This design comes from an exercise in tuning for small area on the open sky130 flow, not from production work. Where RTL was checked, it was by simulation tests only, not by an equivalence proof against the original. Power is estimated from default activity; no workload was simulated.

==> inputs of run Z <==
==> flow/design.v <==
module dc_router_top (clk, reset, instruction, offset, filesize, acc_done, fft_enable, fir_enable, data_bus_in, data_bus_out, fft_data_in, fir_data_in, fft_data_out, fir_data_out, to_fft_empty, to_fft_full, from_fft_empty, from_fft_full, to_fir_empty, to_fir_full, from_fir_empty, from_fir_full, fft_put_req, fft_get_req, fir_put_req, fir_get_req, ram_read_enable, ram_write_enable, addr);
input clk, reset, to_fft_full, to_fft_empty, from_fft_full, from_fft_empty, to_fir_full, to_fir_empty, from_fir_full, from_fir_empty;
input [31:0] instruction, offset, filesize;
input [31:0] fft_data_in, fir_data_in;
output acc_done, fft_enable, fir_enable, fft_put_req, fft_get_req, fir_put_req, fir_get_req, ram_read_enable, ram_write_enable;
output [31:0] addr;
output [31:0] fft_data_out, fir_data_out;
input [31:0] data_bus_in;
output [31:0] data_bus_out;
reg prev1, prev2;           
reg valid_reg, acc_done_reg;
reg sel_fir_q;              
reg [15:0] rcnt, wcnt;      
reg rdone, wdone;           
wire hi_zero = ~|instruction[31:2];
wire is1 = hi_zero & ~instruction[1] & instruction[0];
wire is2 = hi_zero & instruction[1] & ~instruction[0];
wire fft_read_done  = rdone & ~sel_fir_q;
wire fft_write_done = wdone & ~sel_fir_q;
wire fir_read_done  = rdone & sel_fir_q;
wire fir_write_done = wdone & sel_fir_q;
wire fft_finished = fft_read_done & fft_write_done;
wire fir_finished = fir_read_done & fir_write_done;
wire finished = rdone & wdone;
wire changed = (is1 & ~prev1) | (is2 & ~prev2);
wire valid = changed | (valid_reg & ~finished);
assign fft_enable = ~reset & is1 & valid & ~fft_finished;
assign fir_enable = ~reset & is2 & valid & ~fir_finished;
assign acc_done = ~reset & (finished | (acc_done_reg & ~(valid & (is1 | is2))));
reg fft_to, fft_from, fir_to, fir_from;
always @(*)
begin
	case ({to_fft_empty, to_fft_full, from_fft_empty, from_fft_full})
	4'b0000: {fft_to, fft_from} = 2'b01;
	4'b0001: {fft_to, fft_from} = 2'b01;
	4'b0010: {fft_to, fft_from} = 2'b10;
	4'b0100: {fft_to, fft_from} = 2'b01;
	4'b0101: {fft_to, fft_from} = 2'b01;
	4'b1000: {fft_to, fft_from} = 2'b10;
	4'b1001: {fft_to, fft_from} = 2'b01;
	4'b1010: {fft_to, fft_from} = 2'b10;
	default: {fft_to, fft_from} = 2'b00;
	endcase
	case ({to_fir_empty, to_fir_full, from_fir_empty, from_fir_full})
	4'b0000: {fir_to, fir_from} = 2'b01;
	4'b0001: {fir_to, fir_from} = 2'b01;
	4'b0010: {fir_to, fir_from} = 2'b10;
	4'b0100: {fir_to, fir_from} = 2'b01;
	4'b0101: {fir_to, fir_from} = 2'b01;
	4'b1000: {fir_to, fir_from} = 2'b10;
	4'b1001: {fir_to, fir_from} = 2'b01;
	4'b1010: {fir_to, fir_from} = 2'b10;
	default: {fir_to, fir_from} = 2'b00;
	endcase
end
wire data_to_fft   = fft_enable & fft_to;
wire data_from_fft = fft_enable & fft_from;
wire data_to_fir   = fir_enable & fir_to;
wire data_from_fir = fir_enable & fir_from;
assign fft_put_req = data_to_fft & ~fft_read_done & ~fft_write_done;
assign fft_get_req = data_from_fft & (fft_read_done | ~fft_write_done);
assign fir_put_req = data_to_fir & ~fir_read_done & ~fir_write_done & ~fft_write_done;
assign fir_get_req = data_from_fir & (fir_read_done | (~fir_write_done & ~fft_write_done));
assign ram_read_enable = fft_put_req | fir_put_req;
assign ram_write_enable = fft_get_req | fir_get_req;
assign fft_data_out = data_to_fft ? data_bus_in : 32'b0;
assign fir_data_out = data_to_fir ? data_bus_in : 32'b0;
assign data_bus_out = data_from_fft ? fft_data_in : (data_from_fir ? fir_data_in : 32'b0);
wire enabled = fft_enable | fir_enable;
wire go_read = data_to_fft | data_to_fir;
wire go_write = data_from_fft | data_from_fir;
wire go = go_read | go_write;
wire ins_fft = instruction[0];
wire same = ins_fft ^ sel_fir_q;
wire dir_read = sel_fir_q ? fir_to : fft_to;
wire [15:0] sel_cnt = dir_read ? rcnt : wcnt;
wire [15:0] target = filesize[15:0] - {15'b0, ins_fft};
wire target_zero = ~|target;
wire req = same ? (rcnt == target) : target_zero;
wire weq = same ? (wcnt == target) : target_zero;
wire [15:0] inc = same ? sel_cnt + 16'd1 : 16'd1;
wire inc_r = go_read & ~req;
wire inc_w = go_write & ~weq;
wire keep_r = enabled & same & ~inc_r;
wire keep_w = enabled & same & ~inc_w;
wire [15:0] cnt_g = same ? sel_cnt : 16'b0;
wire [16:0] cy;
wire [16:0] hc;
assign cy[0] = 1'b0;
assign hc[0] = cy[16];
genvar i;
generate
	for (i = 0; i < 16; i = i + 1) begin : g_lo
		assign cy[i+1] = (offset[i] & cnt_g[i]) | (cy[i] & (offset[i] | cnt_g[i]));
		assign addr[i] = go & (offset[i] ^ cnt_g[i] ^ cy[i]);
	end
	for (i = 0; i < 16; i = i + 1) begin : g_hi
		assign hc[i+1] = hc[i] & offset[16+i];
		assign addr[16+i] = go & (offset[16+i] ^ hc[i]);
	end
endgenerate
always @(posedge clk)
begin
	prev1 <= is1;
	prev2 <= is2;
	valid_reg <= ~reset & valid;
	acc_done_reg <= acc_done;
	sel_fir_q <= fir_enable;
	rdone <= enabled & req;
	wdone <= enabled & weq;
	rcnt <= ({16{inc_r}} & inc) | ({16{keep_r}} & rcnt);
	wcnt <= ({16{inc_w}} & inc) | ({16{keep_w}} & wcnt);
end
endmodule
==> flow/flow/run.sh <==
#!/bin/bash
# Standard synthesis; then the combinational logic re-mapped for area by ABC
# with a few scripts, keeping the smallest netlist whose pre-layout timing
# has some slack left (flip-flops untouched); then the standard layout with
# the smallest buffer on the ports. Each tool run logs to a file of its own.
set -euo pipefail
HERE=$(pwd)
PLAT=$FLOW_HOME/platforms/$FLOW_PLATFORM
RES=$HERE/orfs/results/$FLOW_PLATFORM/dc_router_top/base
YOSYS=$FLOW_HOME/../tools/install/yosys/bin/yosys
export LIB=$PLAT/lib/sky130_fd_sc_hd__tt_025C_1v80.lib
export TECH_LEF=$PLAT/lef/sky130_fd_sc_hd.tlef
export SC_LEF=$PLAT/lef/sky130_fd_sc_hd_merged.lef
export TOP=$FLOW_TOP
export SDC=$HERE/constraint.sdc
export DONT_USE=$(awk '/^export DONT_USE_CELLS/{f=1} f{print} f && !/\\$/{f=0}' $PLAT/config.mk | sed 's/export DONT_USE_CELLS *+\?= *//' | tr -d '\\' | tr '\n' ' ')
MARGIN=-0.5

bash standard.sh synth > synth.log 2>&1
cp $RES/1_2_yosys.v $HERE/std_synth.v

mkdir -p $HERE/resynth
best=""; best_area=""; best_slack=""
for s in $HERE/flow/abc_*.script; do
  n=$(basename $s .script)
  IN_V=$HERE/std_synth.v OUT_V=$HERE/resynth/$n.v ABC_SCRIPT=$s STAT=$HERE/resynth/$n.stat \
    $YOSYS -c $HERE/flow/resynth.tcl > $HERE/resynth_$n.log 2>&1 || continue
  NET=$HERE/resynth/$n.v openroad -no_init -exit $HERE/flow/sta.tcl > $HERE/sta_$n.log 2>&1 || continue
  area=$(sed -n 's/.*Chip area for module .*: *//p' $HERE/resynth/$n.stat | head -1)
  slack=$(sed -n 's/^SLACK *//p' $HERE/sta_$n.log | tail -1)
  echo "$n area $area slack $slack" >> $HERE/resynth_choice.txt
  if [[ -z "$best" ]] || python3 -c "
import sys
a,s,ba,bs,m=map(float,sys.argv[1:])
ok,bok=s>=m,bs>=m
sys.exit(0 if (ok and (not bok or a<ba)) or (not ok and not bok and s>bs) else 1)" "$area" "$slack" "$best_area" "$best_slack" "$MARGIN"; then
    best=$n; best_area=$area; best_slack=$slack
  fi
done
echo "chosen $best area $best_area slack $best_slack" >> $HERE/resynth_choice.txt
if [[ -n "$best" ]]; then
  cp $HERE/resynth/$best.v $RES/1_2_yosys.v
  rm -f $RES/1_synth.odb $RES/1_synth.sdc
fi
bash standard.sh "BUFFER_PORTS_ARGS=-buffer_cell sky130_fd_sc_hd__buf_1" \
  "CTS_ARGS=-sink_clustering_enable -repair_clock_nets -dont_use_dummy_load -buf_list sky130_fd_sc_hd__clkbuf_8 -sink_clustering_size 40 -sink_clustering_max_diameter 200" \
  finish > finish.log 2>&1
==> flow/flow/abc_a3.script <==
strash
dch
amap
==> flow/flow/abc_c1.script <==
strash
balance; rewrite; refactor; balance; rewrite; rewrite -z; balance; refactor -z; rewrite -z; balance
dch -f
amap
==> flow/flow/abc_c4.script <==
strash
dch
amap
topo
mfs2
strash
dch
amap
topo
mfs2
strash
dch
amap
==> flow/flow/abc_c5.script <==
strash
dch -f
amap
topo
mfs2
strash
dch -f
amap
topo
mfs2
strash
dch -f
amap
==> flow/flow/abc_c6.script <==
strash
balance; rewrite; refactor; balance; rewrite; rewrite -z; balance; refactor -z; rewrite -z; balance
dch
amap
topo
mfs2
strash
dch
amap
topo
mfs2
strash
dch
amap
==> flow/flow/abc_c7.script <==
strash
dch
amap
topo
mfs2 -W 8 -M 5000
strash
dch
amap
topo
mfs2 -W 8 -M 5000
strash
dch
amap
topo
mfs2 -W 8 -M 5000
strash
dch
amap
==> flow/flow/abc_f1.script <==
strash
dch
amap
topo
mfs3 -a
strash
dch
amap
==> flow/flow/abc_f3.script <==
strash
dc2
dch
amap
topo
mfs2
strash
dc2
dch
amap
==> flow/flow/abc_f4.script <==
strash
dch -x
amap -F 2 -A 4
topo
mfs2
strash
dch -x
amap
==> flow/flow/abc_f5.script <==
strash
dch
amap
topo
mfs2
strash
dch
amap
topo
mfs2
strash
dch
amap
topo
mfs2
strash
dch
amap
topo
mfs2
strash
dch
amap
==> flow/flow/resynth.tcl <==
# Re-map the standard synthesis's combinational logic for area. The flip-flops
# are kept as they are (same cells, same instance names).
set lib $::env(LIB)
yosys read_liberty -overwrite -ignore_miss_func $lib
yosys blackbox sky130_fd_sc_hd__df* sky130_fd_sc_hd__sdf* sky130_fd_sc_hd__edf* sky130_fd_sc_hd__dl*
yosys read_verilog $::env(IN_V)
yosys hierarchy -top $::env(TOP)
yosys flatten
yosys opt -purge
set du {}
foreach c $::env(DONT_USE) { lappend du -dont_use $c }
yosys abc -liberty $lib {*}$du -script $::env(ABC_SCRIPT)
yosys opt_clean -purge
yosys hilomap -singleton -hicell sky130_fd_sc_hd__conb_1 HI -locell sky130_fd_sc_hd__conb_1 LO
yosys splitnets
yosys opt_clean -purge
yosys insbuf -buf sky130_fd_sc_hd__buf_1 A X
yosys tee -o $::env(STAT) stat -liberty $lib
yosys write_verilog -noattr -noexpr -nohex -nodec $::env(OUT_V)
==> flow/flow/sta.tcl <==
# Quick pre-layout timing of a candidate netlist (no wires; ports driven and
# loaded through the smallest buffer, as the layout will be).
read_lef $::env(TECH_LEF)
read_lef $::env(SC_LEF)
read_liberty $::env(LIB)
read_verilog $::env(NET)
link_design $::env(TOP)
read_sdc $::env(SDC)
set_driving_cell -lib_cell sky130_fd_sc_hd__buf_1 [delete_from_list [all_inputs] [get_ports clk]]
set_load 0.012 [all_outputs]
report_checks -path_delay max -fields {fanout cap slew}
puts "SLACK [sta::worst_slack -max]"
==> flow/standard.sh <==
#!/bin/bash
# synth_recipe.tcl (not shown) runs the flow's synth.tcl, then flattens the netlist and writes it again
# the make line also repeats each setting of config.mk as NAME=value (left out here)
make -C /OpenROAD-flow-scripts/flow DESIGN_CONFIG=/design/flow/config.mk WORK_HOME=/design/flow/orfs CLKGATE_MAP_FILE= SYNTH_SCRIPT=/design/flow/synth_recipe.tcl "${@:-finish}"
==> flow/config.mk <==
export PLATFORM = sky130hd
export DESIGN_NAME = dc_router_top
export DESIGN_NICKNAME = dc_router_top
export VERILOG_FILES = /design/flow/design.v
export SDC_FILE = /design/flow/constraint.sdc
export NUM_CORES = 4
export LEC_CHECK = 0
export ABC_AREA = 1
export CAP_MARGIN = 20
export CORE_MARGIN = 2
export CORE_UTILIZATION = 40
export CTS_BUF_LIST = sky130_fd_sc_hd__clkbuf_8
export CTS_CLUSTER_DIAMETER = 200
export CTS_CLUSTER_SIZE = 40
export SLEW_MARGIN = 20
==> flow/constraint.sdc <==
create_clock -name core_clock -period 10.0 [get_ports {clk}]
set_input_delay 2.0000 -clock core_clock [delete_from_list [all_inputs] [get_ports {clk}]]
set_output_delay 2.0000 -clock core_clock [all_outputs]
set_load 0.01 [all_outputs]
==> run B (differences from run Z) <==
--- a/flow/design.v
+++ b/flow/design.v
@@ -85,7 +85,7 @@
 wire keep_w = enabled & same & ~inc_w;
 wire [15:0] cnt_g = same ? sel_cnt : 16'b0;
 wire [16:0] cy;
-wire [16:0] hc;
+wire [0:0] hc;
 assign cy[0] = 1'b0;
 assign hc[0] = cy[16];
 genvar i;
@@ -94,11 +94,9 @@
 		assign cy[i+1] = (offset[i] & cnt_g[i]) | (cy[i] & (offset[i] | cnt_g[i]));
 		assign addr[i] = go & (offset[i] ^ cnt_g[i] ^ cy[i]);
 	end
-	for (i = 0; i < 16; i = i + 1) begin : g_hi
-		assign hc[i+1] = hc[i] & offset[16+i];
-		assign addr[16+i] = go & (offset[16+i] ^ hc[i]);
-	end
 endgenerate
+wire [15:0] hi_inc = offset[31:16] + 16'd1;
+assign addr[31:16] = go ? (hc[0] ? hi_inc : offset[31:16]) : 16'b0;
 always @(posedge clk)
 begin
 	prev1 <= is1;
==> flow/flow/run.sh (replaced) <==
#!/bin/bash
set -euo pipefail
HERE=$(pwd)
PLAT=$FLOW_HOME/platforms/$FLOW_PLATFORM
RES=$HERE/orfs/results/$FLOW_PLATFORM/dc_router_top/base
export YOSYS=$FLOW_HOME/../tools/install/yosys/bin/yosys
export LIB=$PLAT/lib/sky130_fd_sc_hd__tt_025C_1v80.lib
export TECH_LEF=$PLAT/lef/sky130_fd_sc_hd.tlef
export SC_LEF=$PLAT/lef/sky130_fd_sc_hd_merged.lef
export TOP=$FLOW_TOP
export SDC=$HERE/constraint.sdc
export DONT_USE=$(awk '/^export DONT_USE_CELLS/{f=1} f{print} f && !/\\$/{f=0}' $PLAT/config.mk | sed 's/export DONT_USE_CELLS *+\?= *//' | tr -d '\\' | tr '\n' ' ')

bash standard.sh synth > synth.log 2>&1
cp $RES/1_2_yosys.v $HERE/std_synth.v

mkdir -p $HERE/resynth $HERE/abcpool
python3 $HERE/flow/abc_pool.py $HERE/abcpool
ls $HERE/abcpool/*.abc | xargs -P ${NUM_CORES:-4} -I{} bash $HERE/flow/try_one.sh {} $HERE > $HERE/resynth_results.txt 2> $HERE/resynth_errors.log || true
best=$(awk '$2 > 0 && $3 > -90 { d = 0.2 - $3; if (d < 0) d = 0; c = $2 + 400 * d; print c, $1, $2, $3 }' $HERE/resynth_results.txt | sort -n | head -1)
echo "chosen: $best" > $HERE/resynth_choice.txt
n=$(echo "$best" | awk '{print $2}')
if [[ -n "$n" ]]; then
  cp $HERE/resynth/$n.v $RES/1_2_yosys.v
  rm -f $RES/1_synth.odb $RES/1_synth.sdc
fi
bash standard.sh "BUFFER_PORTS_ARGS=-buffer_cell sky130_fd_sc_hd__buf_1" \
  "CTS_ARGS=-sink_clustering_enable -repair_clock_nets -dont_use_dummy_load -buf_list sky130_fd_sc_hd__clkbuf_8 -sink_clustering_size 40 -sink_clustering_max_diameter 200" \
  finish > finish.log 2>&1
==> flow/flow/abc_pool.py (new file) <==
# Writes the ABC scripts that the flow tries when re-mapping the logic for area:
# combinations of pre-optimisation, choice computation and amap/mfs passes.
import sys, os
out = sys.argv[1]
os.makedirs(out, exist_ok=True)
pre = ["strash", "strash\ndc2",
       "strash\nbalance\nrewrite\nrefactor\nbalance\nrewrite\nrewrite -z\nbalance\nrefactor -z\nrewrite -z\nbalance",
       "strash\ndrw\ndrf\ndc2", "strash\nifraig\ndc2"]
ch = ["dch", "dch -f", "dch -p"]
post = ["", "topo\nmfs2\nstrash\n{ch}\namap", "topo\nmfs2\nstrash\ndc2\n{ch}\namap",
        "topo\nmfs3\nstrash\n{ch}\namap",
        "topo\nmfs2\nstrash\n{ch}\namap\ntopo\nmfs2\nstrash\n{ch}\namap"]
n = 0
for p in pre:
    for c in ch:
        for q in post:
            n += 1
            s = p + "\n" + c + "\namap\n" + (q.format(ch=c) + "\n" if q else "")
            with open(os.path.join(out, "s%02d.abc" % n), "w") as f:
                f.write(s)
==> flow/flow/try_one.sh (new file) <==
#!/bin/bash
# Re-map the standard netlist with one ABC script and time it; prints
# "name area slack". Logs go to resynth/NAME.*.log.
s=$1; HERE=$2
n=$(basename $s .abc)
R=$HERE/resynth
IN_V=$HERE/std_synth.v OUT_V=$R/$n.v ABC_SCRIPT=$s STAT=$R/$n.stat \
  timeout 300 $YOSYS -c $HERE/flow/resynth.tcl > $R/$n.yosys.log 2>&1 || { echo "$n 0 -99"; exit 0; }
NET=$R/$n.v timeout 300 openroad -no_init -exit $HERE/flow/sta.tcl > $R/$n.sta.log 2>&1 || { echo "$n 0 -99"; exit 0; }
a=$(sed -n 's/.*Chip area for module .*: *//p' $R/$n.stat | head -1)
sl=$(sed -n 's/^SLACK *//p' $R/$n.sta.log | tail -1)
echo "$n ${a:-0} ${sl:--99}"
Settings changed: CORE_UTILIZATION 40 to 60, CTS_BUF_LIST sky130_fd_sc_hd__clkbuf_8 to unset, CTS_CLUSTER_DIAMETER 200 to unset, CTS_CLUSTER_SIZE 40 to unset.
removed: flow/flow/abc_a3.script
removed: flow/flow/abc_c1.script
removed: flow/flow/abc_c4.script
removed: flow/flow/abc_c5.script
removed: flow/flow/abc_c6.script
removed: flow/flow/abc_c7.script
removed: flow/flow/abc_f1.script
removed: flow/flow/abc_f3.script
removed: flow/flow/abc_f4.script
removed: flow/flow/abc_f5.script
==> run Y (differences from run Z) <==
--- a/flow/design.v
+++ b/flow/design.v
@@ -70,11 +70,10 @@
 wire go_read = data_to_fft | data_to_fir;
 wire go_write = data_from_fft | data_from_fir;
 wire go = go_read | go_write;
-wire ins_fft = instruction[0];
-wire same = ins_fft ^ sel_fir_q;
+wire same = is1 ^ sel_fir_q;
 wire dir_read = sel_fir_q ? fir_to : fft_to;
 wire [15:0] sel_cnt = dir_read ? rcnt : wcnt;
-wire [15:0] target = filesize[15:0] - {15'b0, ins_fft};
+wire [15:0] target = filesize[15:0] - {15'b0, is1};
 wire target_zero = ~|target;
 wire req = same ? (rcnt == target) : target_zero;
 wire weq = same ? (wcnt == target) : target_zero;
@@ -83,22 +82,21 @@
 wire inc_w = go_write & ~weq;
 wire keep_r = enabled & same & ~inc_r;
 wire keep_w = enabled & same & ~inc_w;
-wire [15:0] cnt_g = same ? sel_cnt : 16'b0;
-wire [16:0] cy;
-wire [16:0] hc;
-assign cy[0] = 1'b0;
-assign hc[0] = cy[16];
+wire [16:0] sum_lo = {1'b0, offset[15:0]} + {1'b0, sel_cnt};
+wire carry = same & sum_lo[16];
+wire [15:0] prop;
 genvar i;
 generate
-	for (i = 0; i < 16; i = i + 1) begin : g_lo
-		assign cy[i+1] = (offset[i] & cnt_g[i]) | (cy[i] & (offset[i] | cnt_g[i]));
-		assign addr[i] = go & (offset[i] ^ cnt_g[i] ^ cy[i]);
-	end
-	for (i = 0; i < 16; i = i + 1) begin : g_hi
-		assign hc[i+1] = hc[i] & offset[16+i];
-		assign addr[16+i] = go & (offset[16+i] ^ hc[i]);
+	for (i = 0; i < 16; i = i + 1) begin : g_prop
+		if (i == 0) begin : g0
+			assign prop[i] = carry;
+		end else begin : gi
+			assign prop[i] = carry & (&offset[15+i:16]);
+		end
 	end
 endgenerate
+wire [15:0] sum_hi = offset[31:16] ^ prop;
+assign addr = go ? {sum_hi, same ? sum_lo[15:0] : offset[15:0]} : 32'b0;
 always @(posedge clk)
 begin
 	prev1 <= is1;
--- a/flow/flow/run.sh
+++ b/flow/flow/run.sh
@@ -14,7 +14,7 @@
 export TOP=$FLOW_TOP
 export SDC=$HERE/constraint.sdc
 export DONT_USE=$(awk '/^export DONT_USE_CELLS/{f=1} f{print} f && !/\\$/{f=0}' $PLAT/config.mk | sed 's/export DONT_USE_CELLS *+\?= *//' | tr -d '\\' | tr '\n' ' ')
-MARGIN=-0.5
+MARGIN=0.4
 
 bash standard.sh synth > synth.log 2>&1
 cp $RES/1_2_yosys.v $HERE/std_synth.v
@@ -42,6 +42,4 @@
   cp $HERE/resynth/$best.v $RES/1_2_yosys.v
   rm -f $RES/1_synth.odb $RES/1_synth.sdc
 fi
-bash standard.sh "BUFFER_PORTS_ARGS=-buffer_cell sky130_fd_sc_hd__buf_1" \
-  "CTS_ARGS=-sink_clustering_enable -repair_clock_nets -dont_use_dummy_load -buf_list sky130_fd_sc_hd__clkbuf_8 -sink_clustering_size 40 -sink_clustering_max_diameter 200" \
-  finish > finish.log 2>&1
+bash standard.sh "BUFFER_PORTS_ARGS=-buffer_cell sky130_fd_sc_hd__buf_1" finish > finish.log 2>&1
--- a/flow/flow/sta.tcl
+++ b/flow/flow/sta.tcl
@@ -7,6 +7,6 @@
 link_design $::env(TOP)
 read_sdc $::env(SDC)
 set_driving_cell -lib_cell sky130_fd_sc_hd__buf_1 [delete_from_list [all_inputs] [get_ports clk]]
-set_load 0.012 [all_outputs]
+set_load [expr 0.01 + [[get_lib_pins sky130_fd_sc_hd__buf_1/A] capacitance]] [all_outputs]
 report_checks -path_delay max -fields {fanout cap slew}
 puts "SLACK [sta::worst_slack -max]"
removed: flow/flow/abc_f1.script
removed: flow/flow/abc_f3.script
removed: flow/flow/abc_f4.script
removed: flow/flow/abc_f5.script
==> qor summary <==
Drc violations: run Y 0; run B -; run Z 0
Fraction of power consumed by sequential logic: run Y 35.3%; run B -; run Z 45.3%
Maximum fanout along the worst path: run Y 21; run B -; run Z 4
Multi-input gate share of the layout cell area: run Y 60.5%; run B -; run Z 47.7%
Run status: run Y finished clean; run B did not finish; run Z finished clean
Stage where the flow stopped: run Y -; run B I/O pin placement; run Z -
P_leak: run Y 0.00357 uW; run B -; run Z 0.00181 uW
Power attributed to sequential cells: run Y 155 uW; run B -; run Z 155 uW
Worst clock skew: run Y 0.0135 ns; run B -; run Z 0.0108 ns
Area growth from synthesis to final layout: run Y 22.4%; run B -; run Z 47.3%
Number of buffers other than clock buffers in the final layout: run Y 323; run B -; run Z 348
Worst Max-Slew Pin Slew: run Y 1.03 ns; run B -; run Z 1.06 ns
Combinational power: run Y 120 uW; run B -; run Z 89.3 uW
Final ANT Viol Nets: run Y 0; run B -; run Z 0
H-tree depth reported by CTS: run Y 2; run B -; run Z 2
Final core utilization: run Y 49.8%; run B -; run Z 60.1%
HPWL Detailed: run Y 19300 um; run B -; run Z 17100 um
GRT busiest layer: run Y met2; run B -; run Z met2
Capturing point of the worst reg2reg path: run Y wcnt[10]; run B -; run Z wcnt[6]
Share of final layout cell area taken by non-clock buffers: run Y 16.2%; run B -; run Z 25.7%
Vias per Instance: run Y 4.92; run B -; run Z 5.69
Clock-pin slew of the registers on the worst-case setup and hold paths: run Y 0.09 ns; run B -; run Z 0.07 ns
Sw Share: run Y 31.6%; run B -; run Z 31.5%
1st-pass router iterations: run Y 5; run B -; run Z 5
FF-to-FF path depth: run Y 13; run B -; run Z 18
Average instance area after synthesis: run Y 5.59 um^2; run B 5.99 um^2; run Z 5.97 um^2
The RTL of run Z and run B was laid out without a check of its function.

-- what the ideal ports hide --
The flow's constraints put no driver on any port. The routed layouts listed below were extracted and timed again, unchanged, in two steps. Step 1 sets driving cells, clkbuf_16 on the clock port and buf_2 on the other inputs (assumed; they add their load-dependent delay and slew). Step 2 adds t to the input delays and takes it off the output delays; t is the mean of the earliest and latest rising clock arrival at the registers after step 1. Input paths then give back, and output paths get back, about the clock's delay inside the block. Three values: no drivers, after step 1, after step 2; two values: the first two.
| run | t, ns | setup WS [ns] | latest minus earliest clock arrival (ns) | worst slew at a driven data input, ns | pins driven straight from the clock port |
|---|---|---|---|---|---|
| run Z | 0.308 | 0.453 / 0.422 / 0.422 | 0.011 / 0.011 | 0.14 | 1 |
| run Y | 0.338 | 1.778 / 1.752 / 1.752 | 0.013 / 0.013 | 0.07 | 1 |
After both steps every run listed still meets setup and hold. For run Z, which loses most, drivers alone change the setup slack by -0.031 ns; drivers and shift together by -0.031 ns.
